Background: an optimization exercise with open tools, aiming at small area. Do not read the settings as production practice.
Function was checked by simulation only, so behaviour that the tests miss may differ from the original.
The clock port is modelled as an ideal driver, which makes a skipped or thinned clock tree look cheaper than it is; a real chip needs a root buffer or a tree.
No activity file was given, so power comes from the tool's default toggle rates.

==> build 68 <==
==> flow/design.v (excerpt) <==
module PWM(
input PCLK,
input PRESERN,  
input PSEL,  
input PENABLE,  
output wire PREADY,  
output wire PSLVERR,  
input PWRITE,  
input [31:0] PADDR,  
input wire [31:0] PWDATA,  
output wire [31:0] PRDATA,  
output reg power,
output reg pitch,
output reg yaw
);
==> module PWM, before the edit <==
module PWM(
input PCLK,
input PRESERN,  
input PSEL,  
input PENABLE,  
output wire PREADY,  
output wire PSLVERR,  
input PWRITE,  
input [31:0] PADDR,  
input wire [31:0] PWDATA,  
output wire [31:0] PRDATA,  
output reg power,
output reg pitch,
output reg yaw
);
assign PSLVERR = 0;
assign PREADY = 1;
assign PRDATA = 0;
wire wr = PENABLE & PWRITE;
wire power_write_enable = wr & (PADDR[3:0] == 4'h0);
wire yaw_write_enable   = wr & (PADDR[3:0] == 4'h4);
wire pitch_write_enable = wr & (PADDR[3:0] == 4'h8);
wire big = |PWDATA[31:21];
wire [20:0] nload = ~({21{PRESERN}} & (PWDATA[20:0] | {21{big}}));
reg [19:0] mcnt;
reg [20:0] ycnt;
wire mwrap = &(mcnt | ~20'hF4240);
wire ywrap = &(ycnt | ~21'h1E8480);
always @(posedge PCLK) begin
	if (!PRESERN || mwrap)
		mcnt <= 0;
	else
		mcnt <= mcnt + 1'b1;
	if (!PRESERN || ywrap)
		ycnt <= 0;
	else
		ycnt <= ycnt + 1'b1;
end
function lt21(input [20:0] c, input [20:0] nd);
	integer i;
	reg k;
	begin
		k = 1'b1;
		for (i = 0; i < 21; i = i + 1)
			k = (c[i] & nd[i]) | ((c[i] | nd[i]) & k);
		lt21 = ~k;
	end
endfunction
reg [20:0] mnduty, ynduty, pnduty;   
always @(posedge PCLK) begin
	if (power_write_enable || !PRESERN) mnduty <= nload;
	if (yaw_write_enable   || !PRESERN) ynduty <= nload;
	if (pitch_write_enable || !PRESERN) pnduty <= nload;
end
always @(posedge PCLK) begin
	power <= PRESERN & lt21({1'b0, mcnt}, mnduty);
	yaw   <= PRESERN & lt21(ycnt, ynduty);
	pitch <= PRESERN & lt21(ycnt, pnduty);
end
endmodule
export LEC_CHECK = 0
export CAP_MARGIN = 20
export CORE_MARGIN = 2
export CORE_UTILIZATION = 40
export PLACE_DENSITY = 0.6
export SLEW_MARGIN = 20
create_clock -name core_clock -period 4.0 [get_ports {PCLK}]
standard.sh (not shown) runs the stock make flow with config.mk's settings and CLKGATE_MAP_FILE= SYNTH_SCRIPT=/design/flow/synth_recipe.tcl, a recipe that flattens the netlist after the stock synthesis.
==> flow/flow/run.sh <==
#!/bin/bash
# Own layout flow: the standard ORFS flow (standard.sh), with these changes to how the
# layout is made:
#  * synthesis is the standard script, but the ABC step maps the combinational logic
#    with an area-oriented script (flow/area.abc) instead of ORFS's speed script;
#    registers, their names and cell types are untouched (mapped before ABC runs);
#  * the port buffers that ORFS inserts on every input and output use the smallest
#    buffer cell (buf_1) instead of the default choice;
#  * clock tree synthesis uses smaller clock buffers and no dummy loads.
# Each tool's output goes to its own log in this folder (ORFS keeps per-step logs under orfs/logs).
set -euo pipefail
cd "$(dirname "$0")/.."
W=$PWD
ABC_SCRIPT=$W/flow/area.abc

{
  echo 'proc synth {args} { yosys synth -nofsm -noshare {*}$args }'
  cat <<TCL
proc abc {args} {
  set i [lsearch -exact \$args -script]
  if { \$i >= 0 } { set args [lreplace \$args [expr {\$i+1}] [expr {\$i+1}] {$ABC_SCRIPT}] }
  puts "area abc: \$args"
  yosys abc {*}\$args
}
TCL
  tail -n +2 synth_recipe.tcl
} > own_synth.tcl

export BUFFER_PORTS_ARGS="-buffer_cell sky130_fd_sc_hd__buf_1"
export CTS_ARGS="-sink_clustering_enable -repair_clock_nets -dont_use_dummy_load -buf_list {sky130_fd_sc_hd__clkbuf_4 sky130_fd_sc_hd__clkbuf_8} -sink_clustering_size 30 -sink_clustering_max_diameter 100"
bash standard.sh SYNTH_SCRIPT=$W/own_synth.tcl finish > make_flow.log 2>&1
==> flow/flow/area.abc <==
strash
&get -n
&st
&syn2
&dch -f
&nf -a
&put
topo
==> build 72: changes against build 68 <==
--- a/flow/design.v
+++ b/flow/design.v
@@ -22,4 +22,5 @@
 wire pitch_write_enable = wr & (PADDR[3:0] == 4'h8);
-wire big = |PWDATA[31:21];
-wire [20:0] nload = ~({21{PRESERN}} & (PWDATA[20:0] | {21{big}}));
+wire big21 = |PWDATA[31:21];
+wire big20 = big21 | PWDATA[20];
+wire [20:0] nwdata = ~PWDATA[20:0];
 reg [19:0] mcnt;
@@ -48,12 +49,36 @@
 endfunction
-reg [20:0] mnduty, ynduty, pnduty;   
+reg [19:0] mnduty;           
+reg [20:0] ynduty, pnduty;   
+reg mbig, ybig, pbig;
+reg mvalid, yvalid, pvalid;
 always @(posedge PCLK) begin
-	if (power_write_enable || !PRESERN) mnduty <= nload;
-	if (yaw_write_enable   || !PRESERN) ynduty <= nload;
-	if (pitch_write_enable || !PRESERN) pnduty <= nload;
+	if (power_write_enable) begin
+		mnduty <= nwdata[19:0];
+		mbig   <= big20;
+	end
+	if (yaw_write_enable) begin
+		ynduty <= nwdata;
+		ybig   <= big21;
+	end
+	if (pitch_write_enable) begin
+		pnduty <= nwdata;
+		pbig   <= big21;
+	end
 end
 always @(posedge PCLK) begin
-	power <= PRESERN & lt21({1'b0, mcnt}, mnduty);
-	yaw   <= PRESERN & lt21(ycnt, ynduty);
-	pitch <= PRESERN & lt21(ycnt, pnduty);
+	if (!PRESERN) begin
+		mvalid <= 0;
+		yvalid <= 0;
+		pvalid <= 0;
+		power <= 0;
+		yaw <= 0;
+		pitch <= 0;
+	end else begin
+		if (power_write_enable) mvalid <= 1;
+		if (yaw_write_enable)   yvalid <= 1;
+		if (pitch_write_enable) pvalid <= 1;
+		power <= mvalid & (mbig | lt21({1'b0, mcnt}, {1'b1, mnduty}));
+		yaw   <= yvalid & (ybig | lt21(ycnt, ynduty));
+		pitch <= pvalid & (pbig | lt21(ycnt, pnduty));
+	end
 end
==> flow/flow/run.sh (replaced) <==
#!/bin/bash
# Own layout flow: the standard ORFS flow (standard.sh), with two changes to how the layout
# is made:
#  * synthesis is the standard script, but the ABC step maps the combinational logic
#    with an area-oriented script (flow/area.abc) instead of ORFS's speed script;
#    registers, their names and cell types are untouched (mapped before ABC runs);
#  * the port buffers that ORFS inserts on every input and output use the smallest
#    buffer cell (buf_1) instead of the default choice.
# Each tool's output goes to its own log in this folder (ORFS keeps per-step logs under orfs/logs).
set -euo pipefail
cd "$(dirname "$0")/.."
W=$PWD
ABC_SCRIPT=$W/flow/area.abc

{
  echo 'proc synth {args} { yosys synth -nofsm -noshare {*}$args }'
  cat <<TCL
proc abc {args} {
  set i [lsearch -exact \$args -script]
  if { \$i >= 0 } { set args [lreplace \$args [expr {\$i+1}] [expr {\$i+1}] {$ABC_SCRIPT}] }
  puts "area abc: \$args"
  yosys abc {*}\$args
}
TCL
  tail -n +2 synth_recipe.tcl
} > own_synth.tcl

bash standard.sh SYNTH_SCRIPT=$W/own_synth.tcl \
  "BUFFER_PORTS_ARGS=-buffer_cell sky130_fd_sc_hd__buf_1" finish > make_flow.log 2>&1
==> flow/flow/area.abc (replaced) <==
strash
ifraig
scorr
dc2
dretime
strash
&get -n
&dch -f
&nf -a
&put
topo
==> trial 22: changes against build 68 <==
--- a/flow/design.v
+++ b/flow/design.v
@@ -28,11 +28,24 @@
 wire ywrap = &(ycnt | ~21'h1E8480);
+localparam [19:0] MCLR = 20'hF4241;
+localparam [20:0] YCLR = 21'h1E8481;
+reg [20:0] mt;
+reg [21:0] yt;
+reg [19:0] mnext;
+reg [20:0] ynext;
+integer i;
+always @* begin
+	mt[0] = 1'b1;
+	for (i = 0; i < 20; i = i + 1) begin
+		mt[i+1] = mt[i] & mcnt[i];
+		mnext[i] = PRESERN & ~(MCLR[i] & mwrap) & ~mt[i+1] & (mcnt[i] | mt[i]);
+	end
+	yt[0] = 1'b1;
+	for (i = 0; i < 21; i = i + 1) begin
+		yt[i+1] = yt[i] & ycnt[i];
+		ynext[i] = PRESERN & ~(YCLR[i] & ywrap) & ~yt[i+1] & (ycnt[i] | yt[i]);
+	end
+end
 always @(posedge PCLK) begin
-	if (!PRESERN || mwrap)
-		mcnt <= 0;
-	else
-		mcnt <= mcnt + 1'b1;
-	if (!PRESERN || ywrap)
-		ycnt <= 0;
-	else
-		ycnt <= ycnt + 1'b1;
+	mcnt <= mnext;
+	ycnt <= ynext;
 end
--- a/flow/flow/run.sh
+++ b/flow/flow/run.sh
@@ -8,3 +8,5 @@
 #    buffer cell (buf_1) instead of the default choice;
-#  * clock tree synthesis uses smaller clock buffers and no dummy loads.
+#  * clock tree synthesis uses smaller clock buffers and no dummy loads, and its tree is then
+#    replaced by a flat one (flow/flat_clock.tcl): the clock port drives four clkbuf_16, each
+#    driving the clock pins of a group of nearby registers.
 # Each tool's output goes to its own log in this folder (ORFS keeps per-step logs under orfs/logs).
@@ -29,3 +31,6 @@
 export BUFFER_PORTS_ARGS="-buffer_cell sky130_fd_sc_hd__buf_1"
-export CTS_ARGS="-sink_clustering_enable -repair_clock_nets -dont_use_dummy_load -buf_list {sky130_fd_sc_hd__clkbuf_4 sky130_fd_sc_hd__clkbuf_8} -sink_clustering_size 30 -sink_clustering_max_diameter 100"
+export CTS_ARGS="-sink_clustering_enable -repair_clock_nets -dont_use_dummy_load -buf_list {sky130_fd_sc_hd__clkbuf_8}"
+export POST_CTS_TCL=$W/flow/flat_clock.tcl
+export MY_CLK_NBUF=4
+export MY_CLK_BUF=sky130_fd_sc_hd__clkbuf_16
 bash standard.sh SYNTH_SCRIPT=$W/own_synth.tcl finish > make_flow.log 2>&1
==> flow/flow/flat_clock.tcl (new file) <==
# POST_CTS hook (ORFS POST_CTS_TCL): replace the clock tree that CTS built with a flat one: the clock port drives
# MY_CLK_NBUF clock buffers directly, each placed at the centre of a group of sinks found by
# k-means on the sinks' positions (groups of at most ceil(sinks / buffers) sinks).
set nbuf [expr {[info exists ::env(MY_CLK_NBUF)] ? $::env(MY_CLK_NBUF) : 4}]
set bufm [expr {[info exists ::env(MY_CLK_BUF)] ? $::env(MY_CLK_BUF) : "sky130_fd_sc_hd__clkbuf_16"}]
set block [ord::get_db_block]
set clknet [$block findNet PCLK]

# undo the CTS tree: move every sink below a clock buffer back onto the clock net
proc undo_tree {block clknet} {
  set changed 1
  while {$changed} {
    set changed 0
    foreach it [$clknet getITerms] {
      set inst [$it getInst]
      set m [[$inst getMaster] getName]
      if {[string match "sky130_fd_sc_hd__clkbuf_*" $m] && [$it isInputSignal]} {
        set out [$inst findITerm X]
        set onet [$out getNet]
        set loads {}
        foreach lt [$onet getITerms] { if {[$lt isInputSignal]} { lappend loads $lt } }
        $it disconnect
        $out disconnect
        foreach lt $loads { $lt disconnect; $lt connect $clknet }
        odb::dbInst_destroy $inst
        odb::dbNet_destroy $onet
        set changed 1
      }
    }
  }
}
undo_tree $block $clknet

set sinks {}
foreach it [$clknet getITerms] {
  set inst [$it getInst]
  set bb [$inst getBBox]
  lappend sinks [list $it [expr {([$bb xMin]+[$bb xMax])/2}] [expr {([$bb yMin]+[$bb yMax])/2}]]
}
puts "clock sinks: [llength $sinks]"
set sorted [lsort -real -index 1 $sinks]
set cent {}
# start from a grid of seeds
set side [expr {int(ceil(sqrt($nbuf)))}]
set ys [lsort -real -index 2 $sinks]
for {set k 0} {$k < $nbuf} {incr k} {
  set s [lindex $sorted [expr {int(($k + 0.5) * [llength $sorted] / $nbuf)}]]
  set t [lindex $ys [expr {int((($k * 7 % $nbuf) + 0.5) * [llength $ys] / $nbuf)}]]
  lappend cent [list [lindex $s 1] [lindex $t 2]]
}
# k-means with a size cap, so that no buffer drives many more sinks than the others:
# each round, sink-centre pairs are taken nearest first and a sink goes to the nearest
# centre that still has room
set cap [expr {int(ceil(double([llength $sinks]) / $nbuf))}]
for {set iter 0} {$iter < 40} {incr iter} {
  set pairs {}
  set si 0
  foreach s $sinks {
    for {set k 0} {$k < $nbuf} {incr k} {
      set c [lindex $cent $k]
      lappend pairs [list [expr {hypot([lindex $s 1]-[lindex $c 0], [lindex $s 2]-[lindex $c 1])}] $si $k]
    }
    incr si
  }
  set pairs [lsort -real -index 0 $pairs]
  for {set k 0} {$k < $nbuf} {incr k} { set sx($k) 0; set sy($k) 0; set n($k) 0 }
  set assign [lrepeat [llength $sinks] -1]
  foreach p $pairs {
    set si [lindex $p 1]; set k [lindex $p 2]
    if {[lindex $assign $si] >= 0 || $n($k) >= $cap} { continue }
    lset assign $si $k
    set s [lindex $sinks $si]
    set sx($k) [expr {$sx($k) + [lindex $s 1]}]
    set sy($k) [expr {$sy($k) + [lindex $s 2]}]
    incr n($k)
  }
  set cent {}
  for {set k 0} {$k < $nbuf} {incr k} {
    if {$n($k) > 0} { lappend cent [list [expr {$sx($k)/$n($k)}] [expr {$sy($k)/$n($k)}]] } else { lappend cent {0 0} }
  }
}
set master [[ord::get_db] findMaster $bufm]
for {set k 0} {$k < $nbuf} {incr k} {
  set inst [odb::dbInst_create $block $master "clkbuf_flat_$k"]
  set net [odb::dbNet_create $block "clknet_flat_$k"]
  $net setSigType CLOCK
  [$inst findITerm A] connect $clknet
  [$inst findITerm X] connect $net
  set c [lindex $cent $k]
  $inst setLocation [expr {int([lindex $c 0])}] [expr {int([lindex $c 1])}]
  $inst setPlacementStatus PLACED
  set bufnet($k) $net
  puts "clock buffer $k: $n($k) sinks at $c"
}
set i 0
foreach s $sinks {
  set it [lindex $s 0]
  set k [lindex $assign $i]
  $it disconnect
  $it connect $bufnet($k)
  incr i
}
detailed_placement
check_placement -verbose
estimate_parasitics -placement
- CAP_MARGIN: 20 -> 0
- CORE_UTILIZATION: 40 -> 60
- PLACE_DENSITY: 0.6 -> 0.75
- SLEW_MARGIN: 20 -> 0
==> build 21: changes against build 68 <==
--- a/flow/design.v
+++ b/flow/design.v
@@ -28,11 +28,16 @@
 wire ywrap = &(ycnt | ~21'h1E8480);
+localparam [19:0] MCLR = 20'hF4241;
+localparam [20:0] YCLR = 21'h1E8481;
+reg [19:0] mnext;
+reg [20:0] ynext;
+integer i;
+always @* begin
+	for (i = 0; i < 20; i = i + 1)
+		mnext[i] = (mcnt[i] ^ (&(mcnt | ~((20'd1 << i) - 20'd1)))) & PRESERN & ~(MCLR[i] & mwrap);
+	for (i = 0; i < 21; i = i + 1)
+		ynext[i] = (ycnt[i] ^ (&(ycnt | ~((21'd1 << i) - 21'd1)))) & PRESERN & ~(YCLR[i] & ywrap);
+end
 always @(posedge PCLK) begin
-	if (!PRESERN || mwrap)
-		mcnt <= 0;
-	else
-		mcnt <= mcnt + 1'b1;
-	if (!PRESERN || ywrap)
-		ycnt <= 0;
-	else
-		ycnt <= ycnt + 1'b1;
+	mcnt <= mnext;
+	ycnt <= ynext;
 end
--- a/flow/flow/run.sh
+++ b/flow/flow/run.sh
@@ -29,3 +29,3 @@
 export BUFFER_PORTS_ARGS="-buffer_cell sky130_fd_sc_hd__buf_1"
-export CTS_ARGS="-sink_clustering_enable -repair_clock_nets -dont_use_dummy_load -buf_list {sky130_fd_sc_hd__clkbuf_4 sky130_fd_sc_hd__clkbuf_8} -sink_clustering_size 30 -sink_clustering_max_diameter 100"
+export CTS_ARGS="-sink_clustering_enable -repair_clock_nets -dont_use_dummy_load -buf_list {sky130_fd_sc_hd__clkbuf_8}"
 bash standard.sh SYNTH_SCRIPT=$W/own_synth.tcl finish > make_flow.log 2>&1
- CAP_MARGIN: 20 -> 0
- SLEW_MARGIN: 20 -> 0
==> run summary <==
- Build 68 completed without violations. Trial 22 finished clean. Build 72 completed with no timing, DRC or antenna violations. Build 21 completed without violations.
- Core utilization: trial 22 > build 72 > build 21 > build 68.
- Of build 21 and build 72, build 72 has the higher first-iteration DRC count (gap 30%, measured against build 72).
- Against trial 22, the clock power of build 72 is larger by 140%.
- Sequential share of layout area: trial 22 is higher than build 72 (4.3 points).
The clock cells of trial 22 come from the design's own scripts or RTL, not from TritonCTS.

## afterwards: timing with drivers on the ports
The flow's constraints put no driver on any port. The routed layouts listed below were extracted and timed again, unchanged, in two steps.
Step 1 sets driving cells, clkbuf_16 on the clock port and buf_2 on the other inputs (assumed; they add their load-dependent delay and slew).
Step 2 times the ports against the registers' clock, not the clock port: input delays grow and output delays shrink by t, the midpoint of the rising clock arrivals with the driver on.
a / b / c = ideal ports / drivers / drivers and shift; a / b = the first two.
run | t (ns) | slack for setup (ns) | worst slew at a driven data input, ns
build 68 | 0.374 | 1.217 / 1.217 / 1.217 | 0.03
build 72 | 0.376 | 1.026 / 1.026 / 1.026 | 0.04
trial 22 | 0.232 | 0.834 / 0.834 / 0.834 | 0.04
build 21 | 0.390 | 1.101 / 1.101 / 1.101 | 0.04
After both steps every run listed still meets setup and hold.
